What follows belongs to an exercise in optimizing a design on an open flow for small area, a short achievable clock period and few clock cycles; a production flow would make more cautious choices.
Power is estimated from default activity; no workload was simulated.

== run a ==
==> flow/design.v <==
`timescale 1ns / 1ps
`default_nettype none
module blur_unit #(
    parameter W = 16,
    parameter FREE = 0
) (
    input wire clk_in,
    input wire rst_in,
    input wire in_v,
    input wire [7:0] in_d,
    input wire [2*$clog2(W)-1:0] in_addr,  
    output logic out_v,
    output logic [7:0] out_d,
    output logic [2*$clog2(W)-1:0] out_addr,
    output logic sub_v  
);
    localparam XW = $clog2(W);
    wire [XW-1:0] ix = in_addr[XW-1:0];
    wire [XW-1:0] iy = in_addr[2*XW-1:XW];
    logic [XW-1:0] fx;
    logic flushing;
    wire tok = in_v | flushing;
    logic [7:0] lb1 [0:W-1];
    logic [7:0] lb2 [0:W-2];
    logic [9:0] p;
    always_ff @(posedge clk_in) begin
        if (FREE || tok) begin
            lb1[0] <= in_d;
            lb2[0] <= (iy == 0) ? in_d : lb1[W-1];
            for (int k = 1; k < W; k++) lb1[k] <= lb1[k-1];
            for (int k = 1; k < W-1; k++) lb2[k] <= lb2[k-1];
            p <= {2'b00, lb2[W-2]} + {1'b0, lb1[W-2], 1'b0};
        end
    end
    wire [7:0] mid = lb1[W-1];
    wire [7:0] bot = flushing ? mid : in_d;
    wire [9:0] v = p + {2'b00, bot};
    wire vtok = (in_v && iy != 0) || flushing;
    wire [XW-1:0] vx = flushing ? fx : ix;
    wire vx0 = vx == 0;
    wire vxl = vx == W-1;
    always_ff @(posedge clk_in) begin
        if (rst_in) begin
            fx <= 0;
            flushing <= 0;
        end else begin
            if (in_v && ix == W-1 && iy == W-1) flushing <= 1;
            if (flushing) begin
                fx <= fx + 1'b1;
                if (fx == W-1) flushing <= 0;
            end
        end
    end
    logic [9:0] ha, hb;
    logic pend;
    wire [9:0] tc = pend ? hb : v;
    wire [11:0] hsum = {2'b00, ha} + {1'b0, hb, 1'b0} + {2'b00, tc};
    wire htok = (vtok && !vx0) || pend;
    wire [2*XW-1:0] next_addr = out_addr + out_v;
    always_ff @(posedge clk_in) begin
        if (FREE || vtok) begin
            ha <= vx0 ? v : hb;
            hb <= v;
        end
        out_d <= hsum[11:4];
        if (rst_in) begin
            pend <= 0;
            out_v <= 0;
            sub_v <= 0;
            out_addr <= 0;
        end else begin
            pend <= vtok && vxl;
            out_v <= htok;
            sub_v <= htok && !next_addr[0] && !next_addr[XW];
            out_addr <= next_addr;
        end
    end
endmodule
`default_nettype wire
`timescale 1ns / 1ps
`default_nettype none
module gaussian_pyramid #(
                    parameter BIT_DEPTH = 8,
                    parameter TOP_WIDTH = 16,
                    parameter TOP_HEIGHT = 16
                    ) (
                    input wire clk_in,
                    input wire rst_in,
                    output logic [$clog2(TOP_WIDTH * TOP_HEIGHT)-1:0] ext_read_addr,
                    output logic ext_read_addr_valid,
                    input wire [BIT_DEPTH-1:0] ext_pixel_in,
                    output logic [$clog2(TOP_WIDTH * TOP_HEIGHT)-1:0] O1L1_write_addr,
                    output logic O1L1_write_valid,
                    output logic [BIT_DEPTH-1:0] O1L1_pixel_out,
                    output logic [$clog2(TOP_WIDTH * TOP_HEIGHT)-1:0] O1L2_write_addr,
                    output logic O1L2_write_valid,
                    output logic [BIT_DEPTH-1:0] O1L2_pixel_out,
                    output logic [$clog2(TOP_WIDTH * TOP_HEIGHT)-1:0] O1L3_write_addr,
                    output logic O1L3_write_valid,
                    output logic [BIT_DEPTH-1:0] O1L3_pixel_out,
                    output logic [$clog2(TOP_WIDTH / 2 * TOP_HEIGHT / 2)-1:0] O2L1_write_addr,
                    output logic O2L1_write_valid,
                    output logic [BIT_DEPTH-1:0] O2L1_pixel_out,
                    output logic [$clog2(TOP_WIDTH / 2 * TOP_HEIGHT / 2)-1:0] O2L2_write_addr,
                    output logic O2L2_write_valid,
                    output logic [BIT_DEPTH-1:0] O2L2_pixel_out,
                    output logic [$clog2(TOP_WIDTH / 2 * TOP_HEIGHT / 2)-1:0] O2L3_write_addr,
                    output logic O2L3_write_valid,
                    output logic [BIT_DEPTH-1:0] O2L3_pixel_out,
                    output logic [$clog2(TOP_WIDTH / 4 * TOP_HEIGHT / 4)-1:0] O3L1_write_addr,
                    output logic O3L1_write_valid,
                    output logic [BIT_DEPTH-1:0] O3L1_pixel_out,
                    output logic [$clog2(TOP_WIDTH / 4 * TOP_HEIGHT / 4)-1:0] O3L2_write_addr,
                    output logic O3L2_write_valid,
                    output logic [BIT_DEPTH-1:0] O3L2_pixel_out,
                    output logic [$clog2(TOP_WIDTH / 4 * TOP_HEIGHT / 4)-1:0] O3L3_write_addr,
                    output logic O3L3_write_valid,
                    output logic [BIT_DEPTH-1:0] O3L3_pixel_out,
                    input wire start_in,
                    output logic pyramid_done
                    );
    logic rd_v1, rd_v2;
    always_ff @(posedge clk_in) begin
        if (rst_in) begin
            ext_read_addr_valid <= 0;
            ext_read_addr <= 0;
            rd_v1 <= 0;
            rd_v2 <= 0;
            O1L1_write_valid <= 0;
            O1L1_write_addr <= 0;
        end else begin
            if (start_in) ext_read_addr_valid <= 1;
            else if (ext_read_addr == 8'hff) ext_read_addr_valid <= 0;
            ext_read_addr <= ext_read_addr + ext_read_addr_valid;
            rd_v1 <= ext_read_addr_valid;
            rd_v2 <= rd_v1;
            O1L1_write_valid <= rd_v2;
            O1L1_write_addr <= O1L1_write_addr + O1L1_write_valid;
        end
        O1L1_pixel_out <= ext_pixel_in;
    end
    logic o1_sub, o1l2_sub, o2_sub, o2l2_sub, o3l2_sub, o3l3_sub;
    blur_unit #(.W(16), .FREE(1)) b1 (
        .clk_in(clk_in), .rst_in(rst_in),
        .in_v(O1L1_write_valid), .in_d(O1L1_pixel_out), .in_addr(O1L1_write_addr),
        .out_v(O1L2_write_valid), .out_d(O1L2_pixel_out), .out_addr(O1L2_write_addr),
        .sub_v(o1l2_sub));
    blur_unit #(.W(16), .FREE(1)) b2 (
        .clk_in(clk_in), .rst_in(rst_in),
        .in_v(O1L2_write_valid), .in_d(O1L2_pixel_out), .in_addr(O1L2_write_addr),
        .out_v(O1L3_write_valid), .out_d(O1L3_pixel_out), .out_addr(O1L3_write_addr),
        .sub_v(o1_sub));
    assign O2L1_write_valid = o1_sub;
    assign O2L1_pixel_out = O1L3_pixel_out;
    assign O2L1_write_addr = {O1L3_write_addr[7:5], O1L3_write_addr[3:1]};
    blur_unit #(.W(8), .FREE(0)) b3 (
        .clk_in(clk_in), .rst_in(rst_in),
        .in_v(o1_sub), .in_d(O1L3_pixel_out), .in_addr(O2L1_write_addr),
        .out_v(O2L2_write_valid), .out_d(O2L2_pixel_out), .out_addr(O2L2_write_addr),
        .sub_v(o2l2_sub));
    blur_unit #(.W(8), .FREE(0)) b4 (
        .clk_in(clk_in), .rst_in(rst_in),
        .in_v(O2L2_write_valid), .in_d(O2L2_pixel_out), .in_addr(O2L2_write_addr),
        .out_v(O2L3_write_valid), .out_d(O2L3_pixel_out), .out_addr(O2L3_write_addr),
        .sub_v(o2_sub));
    assign O3L1_write_valid = o2_sub;
    assign O3L1_pixel_out = O2L3_pixel_out;
    assign O3L1_write_addr = {O2L3_write_addr[5:4], O2L3_write_addr[2:1]};
    blur_unit #(.W(4), .FREE(0)) b5 (
        .clk_in(clk_in), .rst_in(rst_in),
        .in_v(o2_sub), .in_d(O2L3_pixel_out), .in_addr(O3L1_write_addr),
        .out_v(O3L2_write_valid), .out_d(O3L2_pixel_out), .out_addr(O3L2_write_addr),
        .sub_v(o3l2_sub));
    blur_unit #(.W(4), .FREE(0)) b6 (
        .clk_in(clk_in), .rst_in(rst_in),
        .in_v(O3L2_write_valid), .in_d(O3L2_pixel_out), .in_addr(O3L2_write_addr),
        .out_v(O3L3_write_valid), .out_d(O3L3_pixel_out), .out_addr(O3L3_write_addr),
        .sub_v(o3l3_sub));
    always_ff @(posedge clk_in) begin
        if (rst_in) pyramid_done <= 0;
        else pyramid_done <= O3L3_write_valid && O3L3_write_addr == 4'hf;
    end
endmodule
`default_nettype wire
==> flow/config.mk <==
export PLATFORM = sky130hd
export DESIGN_NAME = gaussian_pyramid
export DESIGN_NICKNAME = gaussian_pyramid
export VERILOG_FILES = /design/flow/design.v
export SDC_FILE = /design/flow/constraint.sdc
export NUM_CORES = 8
export LEC_CHECK = 0
export CAP_MARGIN = 20
export CORE_MARGIN = 2
export CORE_UTILIZATION = 60
export SLEW_MARGIN = 20
export SYNTH_MEMORY_MAX_BITS = 16384
==> flow/constraint.sdc <==
create_clock -name core_clock -period 10.0 [get_ports {clk_in}]
set_input_delay 2.0000 -clock core_clock [delete_from_list [all_inputs] [get_ports {clk_in}]]
set_output_delay 2.0000 -clock core_clock [all_outputs]
set_load 0.01 [all_outputs]
standard.sh (not shown) runs the stock make flow with config.mk's settings and CLKGATE_MAP_FILE= SYNTH_SCRIPT=/design/flow/synth_recipe.tcl, a recipe that flattens the netlist after the stock synthesis.
==> flow/flow/run.sh <==
#!/bin/bash
set -euo pipefail
bash standard.sh SETUP_SLACK_MARGIN=7 BUFFER_PORTS_ARGS=-buffer_cell\ sky130_fd_sc_hd__buf_2 CTS_ARGS=-sink_clustering_enable\ -repair_clock_nets\ -dont_use_dummy_load\ -sink_clustering_size\ 30\ -sink_clustering_max_diameter\ 60 finish > standard_flow.log 2>&1
## Diff of input files: run b against run a
--- a/flow/design.v
+++ b/flow/design.v
@@ -53,8 +53,9 @@
     end
     logic [9:0] ha, hb;
     logic pend;
-    wire [9:0] tc = pend ? hb : v;
-    wire [11:0] hsum = {2'b00, ha} + {1'b0, hb, 1'b0} + {2'b00, tc};
+    wire [9:0] t3 = pend ? hb : p;
+    wire [7:0] t4 = pend ? 8'd0 : bot;
+    wire [11:0] hsum = {2'b00, ha} + {1'b0, hb, 1'b0} + {2'b00, t3} + {4'b0000, t4};
     wire htok = (vtok && !vx0) || pend;
     wire [2*XW-1:0] next_addr = out_addr + out_v;
     always_ff @(posedge clk_in) begin
==> comparison <==
Run b and run a all finish clean. Re routed wire length: run a was lower than run b. Run b and run a ended up with roughly the same clock insertion delay at the later pin of the skew report. Taking run a as the reference point, the logic depth of the worst path, buffers included of run b falls by 5. Run b vs. run a: aggregate global-route resource usage +0.79 points; part of the power in the clock network +1.2 points.
No functional check of the RTL was part of any run of this note.

-- static timing again, ports no longer ideal --
The results above use ideal ports. As a check the final layouts listed here were re-extracted and re-timed, cells and wires unchanged.
Step 1 sets driving cells, clkbuf_16 on the clock port and buf_2 on the other inputs (assumed; they add their load-dependent delay and slew).
Step 2, shift: input delay + t, output delay - t, t = (earliest + latest rising clock arrival at the registers) / 2. This alone moves slack from input paths to output paths.
Three values: ideal, step 1, step 2; two values: the first two.
run | t, ns | slack for setup (ns) | worst setup path after step 2 | clock arrival spread, ns | worst slew at a driven data input, ns
run a | 0.656 | 6.124 / 6.124 / 6.124 | register to register | 0.091 / 0.091 | 0.04
run b | 0.664 | 6.622 / 6.622 / 6.512 | input to register | 0.100 / 0.099 | 0.03
After both steps setup and hold are still met in every run listed. The setup slack of run b, which loses most, moves by 0.000 ns with the drivers and by -0.110 ns with both steps.
